What follows belongs to an exercise in optimizing a design on an open flow for small area, a short achievable clock period and few clock cycles; a production flow would make more cautious choices.
Function was checked by simulation only, so behaviour that the tests miss may differ from the original.
Power figures rest on the tool's default switching activity, not on a simulated workload.

## alpha
Settings: LEC_CHECK=0, CAP_MARGIN=20, CORE_MARGIN=2, CORE_UTILIZATION=65, CTS_CLUSTER_DIAMETER=70, CTS_CLUSTER_SIZE=30, SLEW_MARGIN=20, SYNTH_HIERARCHICAL=1; clock period 12.0 ns.
standard.sh (not shown) runs the stock make flow with config.mk's settings and CLKGATE_MAP_FILE= SYNTH_SCRIPT=/design/flow/synth_recipe.tcl, a recipe that flattens the netlist after the stock synthesis.
==> flow/flow/run.sh <==
#!/bin/bash
# Layout flow: the standard layout (standard.sh, all ORFS steps from the
# standard synthesis to the final DEF) with two settings changed:
#  - every port still gets its buffer, but placement inserts buf_1 there
#    (repair upsizes it where timing needs it).
# The clock, the constraints and every step are the standard flow's.
set -euo pipefail
cd "$(dirname "${BASH_SOURCE[0]}")/.."
bash standard.sh SETUP_SLACK_MARGIN=6 "BUFFER_PORTS_ARGS=-buffer_cell sky130_fd_sc_hd__buf_1" finish > standard_flow.log 2>&1
alpha finished all stages; the layout is clean.
Testbench counts of alpha, summed over its fixed seeds: cycles 3,905,824.
Here is what was changed in the inputs of beta compared with alpha.
==> flow/design.v, changed modules only <==
module queens_sel4(input [3:0] oh, input [3:0] d, output y);
	wire p0 = ~((oh[0] & d[0]) | (oh[1] & d[1]));
	wire p1 = ~((oh[2] & d[2]) | (oh[3] & d[3]));
	assign y = ~(p0 & p1);
endmodule
module queens_nand4(input a, input b, input c, input d, output y);
	assign y = ~(a & b & c & d);
endmodule
module queens_nand2(input a, input b, output y);
	assign y = ~(a & b);
endmodule
module queens_nor2(input a, input b, output y);
	assign y = ~(a | b);
endmodule
[summary]
- Reported for beta and alpha, die area turned out identical to the last digit.
- Combinational power share across beta and alpha: no real change.
- Summary of beta over alpha: non-filler instance count after layout saw little to no change; post-placement cell count shows no meaningful change; flip-flop and latch share of the layout cell area did not really move.
- Sequential power: alpha vs beta, no meaningful difference
- From alpha to beta, number of buffers added on ports did not move at all.
- As far as routed wire length goes, beta and alpha are indistinguishable; the numbers are identical.
- Taking alpha as the reference, in beta number of filler instances in the final layout held steady, insertion delay to the later sink of the worst-skew pair held steady, net switching power held steady.
- Status: worst hold margin parity (alpha, beta)
Testbench counts of beta, summed over its fixed seeds: cycles 3,905,824.


== violet ==
The RTL this note starts from:
==> flow/design.v <==
`timescale 1ns / 1ps
module queens(
	input clk,
	input reset,
	input [4:0] n,
	output reg [31:0] result,
	input [4:0] row_query,
	output [4:0] row_result
    );
	reg [4:0] column;
	reg [4:0] cur;
	reg [4:0] rn;
	reg [4:0] Q [0:30];
	reg [4:0] FS [0:30];
	reg [30:0] Rused;
	reg [60:0] A;
	reg [60:0] B;
	reg finished;
	reg found;
	integer i;
	genvar g;
	wire [154:0] q_flat, fs_flat;
	generate for (g = 0; g < 31; g = g + 1) begin : fl
		assign q_flat[5*g +: 5] = Q[g];
		assign fs_flat[5*g +: 5] = FS[g];
	end endgenerate
	wire [31:0] col_oh, cur_oh, prev_oh;
	queens_dec dec_col(.s(column), .oh(col_oh));
	queens_dec dec_cur(.s(cur), .oh(cur_oh));
	wire [3:0] rq_lo;
	wire [7:0] rq_hi;
	generate for (g = 0; g < 4; g = g + 1) begin : plo
		assign rq_lo[g] = (row_query[1:0] == g);
	end endgenerate
	generate for (g = 0; g < 8; g = g + 1) begin : phi
		assign rq_hi[g] = (row_query[4:2] == g);
	end endgenerate
	wire [4:0] cm1 = column - 5'd1;
	wire [4:0] prev;
	queens_sel5 sel_prev(.oh(col_oh[31:1]), .d(q_flat), .y(prev));
	queens_dec dec_prev(.s(prev), .oh(prev_oh));
	wire sol = (column == n);
	wire exh = (cur == n);
	wire back = sol | exh;
	wire [30:0] occ = Rused | {1'b0, A[60:31]} | {B[29:0], 1'b0};
	wire [30:0] S = cur_oh[30:0];
	wire [30:0] C = prev_oh[31:1];    
	wire blocked;
	queens_sel1 sel_occ(.oh(S), .d(occ), .y(blocked));
	wire fwd = ~back & ~blocked;
	always @(posedge clk, posedge reset)
	begin
		if (reset) begin
			result <= 0;
			Rused <= 0;
			A <= 0;
			B <= 0;
			column <= 0;
			cur <= 0;
			rn <= 0;
			finished <= 0;
			found <= 0;
		end else if (~finished) begin
			if (sol) begin
				result <= result + 1;
				rn <= (rn == n) ? 5'd0 : rn + 5'd1;
				found <= 1'b1;
			end
			if (fwd) begin
				column <= column + 5'd1;
				cur <= 5'd0;
			end else if (back) begin
				column <= cm1;
				cur <= prev;
			end else
				cur <= cur + 5'd1;
			finished <= back & (column == 0);
			if (fwd) begin
				Rused <= Rused | S;
				A <= {1'b0, A[60:1]} | {S, 30'd0};
				B <= {B[59:0], 1'b0} | {30'd0, S};
			end else if (back) begin
				Rused <= Rused & ~C;
				A <= {A[59:0], 1'b0} & ~{C[29:0], 31'd0};
				B <= {1'b0, B[60:1]} & ~{31'd0, C[30:1]};
			end
		end
	end
	always @(posedge clk)
	begin
		if (~finished) begin
			for (i = 0; i < 31; i = i + 1) begin
				if (fwd && col_oh[i]) Q[i] <= cur + 5'd1;
				if (sol && ~found) FS[i] <= Q[i];
			end
		end
	end
	wire g_q = ~finished & (row_query < column);
	wire g_f = finished & found & (row_query < n);
	wire g_c = ~finished & ~sol & (row_query == column);
	wire g_r = ~finished & (row_query == n);
	wire [3:0] lo_q = rq_lo & {4{g_q}};
	wire [3:0] lo_f = rq_lo & {4{g_f}};
	wire [9:0] q_pn, f_pn;
	queens_rd31 rd_q(.lo(lo_q), .hi(rq_hi), .d(q_flat), .pn(q_pn));
	queens_rd31 rd_fs(.lo(lo_f), .hi(rq_hi), .d(fs_flat), .pn(f_pn));
	wire [4:0] cr = ({5{g_c}} & cur) | ({5{g_r}} & rn);
	generate for (g = 0; g < 5; g = g + 1) begin : ob
		queens_rdout o(.pn({q_pn[2*g +: 2], f_pn[2*g +: 2]}), .cr(cr[g]), .y(row_result[g]));
	end endgenerate
endmodule
module queens_dec(
	input [4:0] s,
	output [31:0] oh
    );
	genvar g;
	generate for (g = 0; g < 32; g = g + 1) begin : d
		assign oh[g] = (s == g);
	end endgenerate
endmodule
module queens_rd31(
	input [3:0] lo,
	input [7:0] hi,
	input [154:0] d,
	output [9:0] pn
    );
	genvar b, k, j;
	wire [159:0] dx = {5'd0, d};
	generate for (b = 0; b < 5; b = b + 1) begin : bt
		wire [3:0] grp;
		for (k = 0; k < 4; k = k + 1) begin : q
			wire [7:0] dk;
			for (j = 0; j < 8; j = j + 1) begin : e
				assign dk[j] = dx[5*(4*j+k) + b];
			end
			queens_sel8 u(.oh(hi), .d(dk), .y(grp[k]));
		end
		queens_a22oi u0(.a0(lo[0]), .b0(grp[0]), .a1(lo[1]), .b1(grp[1]), .y(pn[2*b]));
		queens_a22oi u1(.a0(lo[2]), .b0(grp[2]), .a1(lo[3]), .b1(grp[3]), .y(pn[2*b+1]));
	end endgenerate
endmodule
module queens_rdout(input [3:0] pn, input cr, output y);
	assign y = ~(&pn) | cr;
endmodule
module queens_sel4(input [3:0] oh, input [3:0] d, output y);
	wire p0 = ~((oh[0] & d[0]) | (oh[1] & d[1]));
	wire p1 = ~((oh[2] & d[2]) | (oh[3] & d[3]));
	assign y = ~(p0 & p1);
endmodule
module queens_sel8(input [7:0] oh, input [7:0] d, output y);
	wire [3:0] p;
	assign p[0] = ~((oh[0] & d[0]) | (oh[1] & d[1]));
	assign p[1] = ~((oh[2] & d[2]) | (oh[3] & d[3]));
	assign p[2] = ~((oh[4] & d[4]) | (oh[5] & d[5]));
	assign p[3] = ~((oh[6] & d[6]) | (oh[7] & d[7]));
	assign y = ~(p[0] & p[1] & p[2] & p[3]);
endmodule
module queens_a22oi(input a0, input b0, input a1, input b1, output y);
	assign y = ~((a0 & b0) | (a1 & b1));
endmodule
module queens_nand4(input a, input b, input c, input d, output y);
	assign y = ~(a & b & c & d);
endmodule
module queens_nand2(input a, input b, output y);
	assign y = ~(a & b);
endmodule
module queens_nor2(input a, input b, output y);
	assign y = ~(a | b);
endmodule
module queens_sel5(
	input [30:0] oh,
	input [154:0] d,
	output reg [4:0] y
    );
	integer i;
	always @* begin
		y = 5'd0;
		for (i = 0; i < 31; i = i + 1) y = y | ({5{oh[i]}} & d[5*i +: 5]);
	end
endmodule
module queens_sel1(
	input [30:0] oh,
	input [30:0] d,
	output y
    );
	assign y = |(oh & d);
endmodule
`timescale 1ns / 1ps
module queenController(
    input [4:0] n,
    input [1:0] outSel,
    input reset,
    output [7:0] outNum,
    input sysClk,
    output [31:0] result,
    input [4:0] row_query,
    output [4:0] row_result
    );
	queens queenSolver(.clk(sysClk), .reset(reset), .n(n), .result(result), .row_query(row_query), .row_result(row_result));
	assign outNum = outSel[1] ? (outSel[0] ? result[31:24] : result[23:16]) : (outSel[0] ? result[15:8] : result[7:0]);
endmodule
==> flow/config.mk <==
export PLATFORM = sky130hd
export DESIGN_NAME = queenController
export DESIGN_NICKNAME = queenController
export VERILOG_FILES = /design/flow/design.v
export SDC_FILE = /design/flow/constraint.sdc
export NUM_CORES = 4
export LEC_CHECK = 0
export CAP_MARGIN = 20
export CORE_MARGIN = 2
export CORE_UTILIZATION = 40
export CTS_CLUSTER_DIAMETER = 70
export CTS_CLUSTER_SIZE = 30
export SLEW_MARGIN = 20
export SYNTH_HIERARCHICAL = 1
==> flow/constraint.sdc <==
create_clock -name core_clock -period 12.0 [get_ports {sysClk}]
set_input_delay 2.4000 -clock core_clock [delete_from_list [all_inputs] [get_ports {sysClk}]]
set_output_delay 2.4000 -clock core_clock [all_outputs]
set_load 0.01 [all_outputs]
==> flow/flow/run.sh <==
#!/bin/bash
set -euo pipefail
cd "$(dirname "${BASH_SOURCE[0]}")/.."
bash standard.sh SETUP_SLACK_MARGIN=6 finish > standard_flow.log 2>&1
Testbench counts of violet, summed over its fixed seeds: cycles 3,905,824.
Input-level comparison between lagoon and violet:
-- flow/design.v --
<<< violet, line 96
		end
	end
	wire g_q = ~finished & (row_query < column);
	wire g_f = finished & found & (row_query < n);
	wire g_c = ~finished & ~sol & (row_query == column);
	wire g_r = ~finished & (row_query == n);
	wire [3:0] lo_q = rq_lo & {4{g_q}};
	wire [3:0] lo_f = rq_lo & {4{g_f}};
	wire [9:0] q_pn, f_pn;
	queens_rd31 rd_q(.lo(lo_q), .hi(rq_hi), .d(q_flat), .pn(q_pn));
	queens_rd31 rd_fs(.lo(lo_f), .hi(rq_hi), .d(fs_flat), .pn(f_pn));
	wire [4:0] cr = ({5{g_c}} & cur) | ({5{g_r}} & rn);
	generate for (g = 0; g < 5; g = g + 1) begin : ob
		queens_rdout o(.pn({q_pn[2*g +: 2], f_pn[2*g +: 2]}), .cr(cr[g]), .y(row_result[g]));
	end endgenerate
endmodule
>>> lagoon, line 96
		end
	end
	wire [4:0] q_rd, fs_rd;
	queens_rd31 rd_q(.lo(rq_lo), .hi(rq_hi), .d(q_flat), .y(q_rd));
	queens_rd31 rd_fs(.lo(rq_lo), .hi(rq_hi), .d(fs_flat), .y(fs_rd));
	wire g_q = ~finished & (row_query < column);
	wire g_f = finished & found & (row_query < n);
	wire g_c = ~finished & ~sol & (row_query == column);
	wire g_r = ~finished & (row_query == n);
	generate for (g = 0; g < 5; g = g + 1) begin : ob
		wire x0, x1;
		queens_a22oi o0(.a0(g_q), .b0(q_rd[g]), .a1(g_f), .b1(fs_rd[g]), .y(x0));
		queens_a22oi o1(.a0(g_c), .b0(cur[g]), .a1(g_r), .b1(rn[g]), .y(x1));
		queens_nand2 o2(.a(x0), .b(x1), .y(row_result[g]));
	end endgenerate
endmodule
<<< violet, line 123
	input [7:0] hi,
	input [154:0] d,
	output [9:0] pn
    );
	genvar b, k, j;
>>> lagoon, line 123
	input [7:0] hi,
	input [154:0] d,
	output [4:0] y
    );
	genvar b, k, j;
<<< violet, line 136
			queens_sel8 u(.oh(hi), .d(dk), .y(grp[k]));
		end
		queens_a22oi u0(.a0(lo[0]), .b0(grp[0]), .a1(lo[1]), .b1(grp[1]), .y(pn[2*b]));
		queens_a22oi u1(.a0(lo[2]), .b0(grp[2]), .a1(lo[3]), .b1(grp[3]), .y(pn[2*b+1]));
	end endgenerate
endmodule
module queens_rdout(input [3:0] pn, input cr, output y);
	assign y = ~(&pn) | cr;
endmodule
module queens_sel4(input [3:0] oh, input [3:0] d, output y);
>>> lagoon, line 136
			queens_sel8 u(.oh(hi), .d(dk), .y(grp[k]));
		end
		queens_sel4 u4(.oh(lo), .d(grp), .y(y[b]));
	end endgenerate
endmodule
module queens_sel4(input [3:0] oh, input [3:0] d, output y);
Notes after the runs:
Looking only at non-clock buffering overhead in the final layout, and setting everything else aside, the higher value of lagoon and violet goes to lagoon.
In terms of clock transition at the register clock pins on the worst setup and hold paths after CTS, violet and lagoon differ only marginally.
Clock group share of total power (higher): lagoon
DRC marker count from the first detailed-route iteration sits lower in lagoon than in violet.
Relative contribution of sequential cells to total power of lagoon is on par with violet.
Diff violet -> lagoon | final routed wirelength across all metal layers | up by a little under 10%
Testbench counts of lagoon, summed over its fixed seeds: cycles 3,905,824.

## afterwards: timing with drivers on the ports
The results above use ideal ports. As a check the final layouts listed here were re-extracted and re-timed, cells and wires unchanged.
Step 1 assumes that a clkbuf_16 drives the clock port and a buf_2 every other input.
Step 2 times the ports against the registers' clock, not the clock port: input delays grow and output delays shrink by t, the midpoint of the rising clock arrivals with the driver on.
Three values: no drivers, after step 1, after step 2; two values: the first two.
run | t, ns | slack for setup (ns) | slew at the worst register clock pin (ns) | worst slew at a driven data input, ns
alpha | 0.653 | 5.299 / 5.230 / 5.230 | 0.12 / 0.12 | 0.08
beta | 0.653 | 5.299 / 5.230 / 5.230 | 0.12 / 0.12 | 0.08
violet | 0.683 | 5.317 / 5.176 / 5.176 | 0.11 / 0.11 | 0.17
lagoon | 0.641 | 5.417 / 5.255 / 5.255 | 0.10 / 0.10 | 0.16
After both steps every run listed still meets setup and hold. The setup slack of lagoon, which loses most, moves by -0.162 ns with the drivers and by -0.162 ns with both steps.
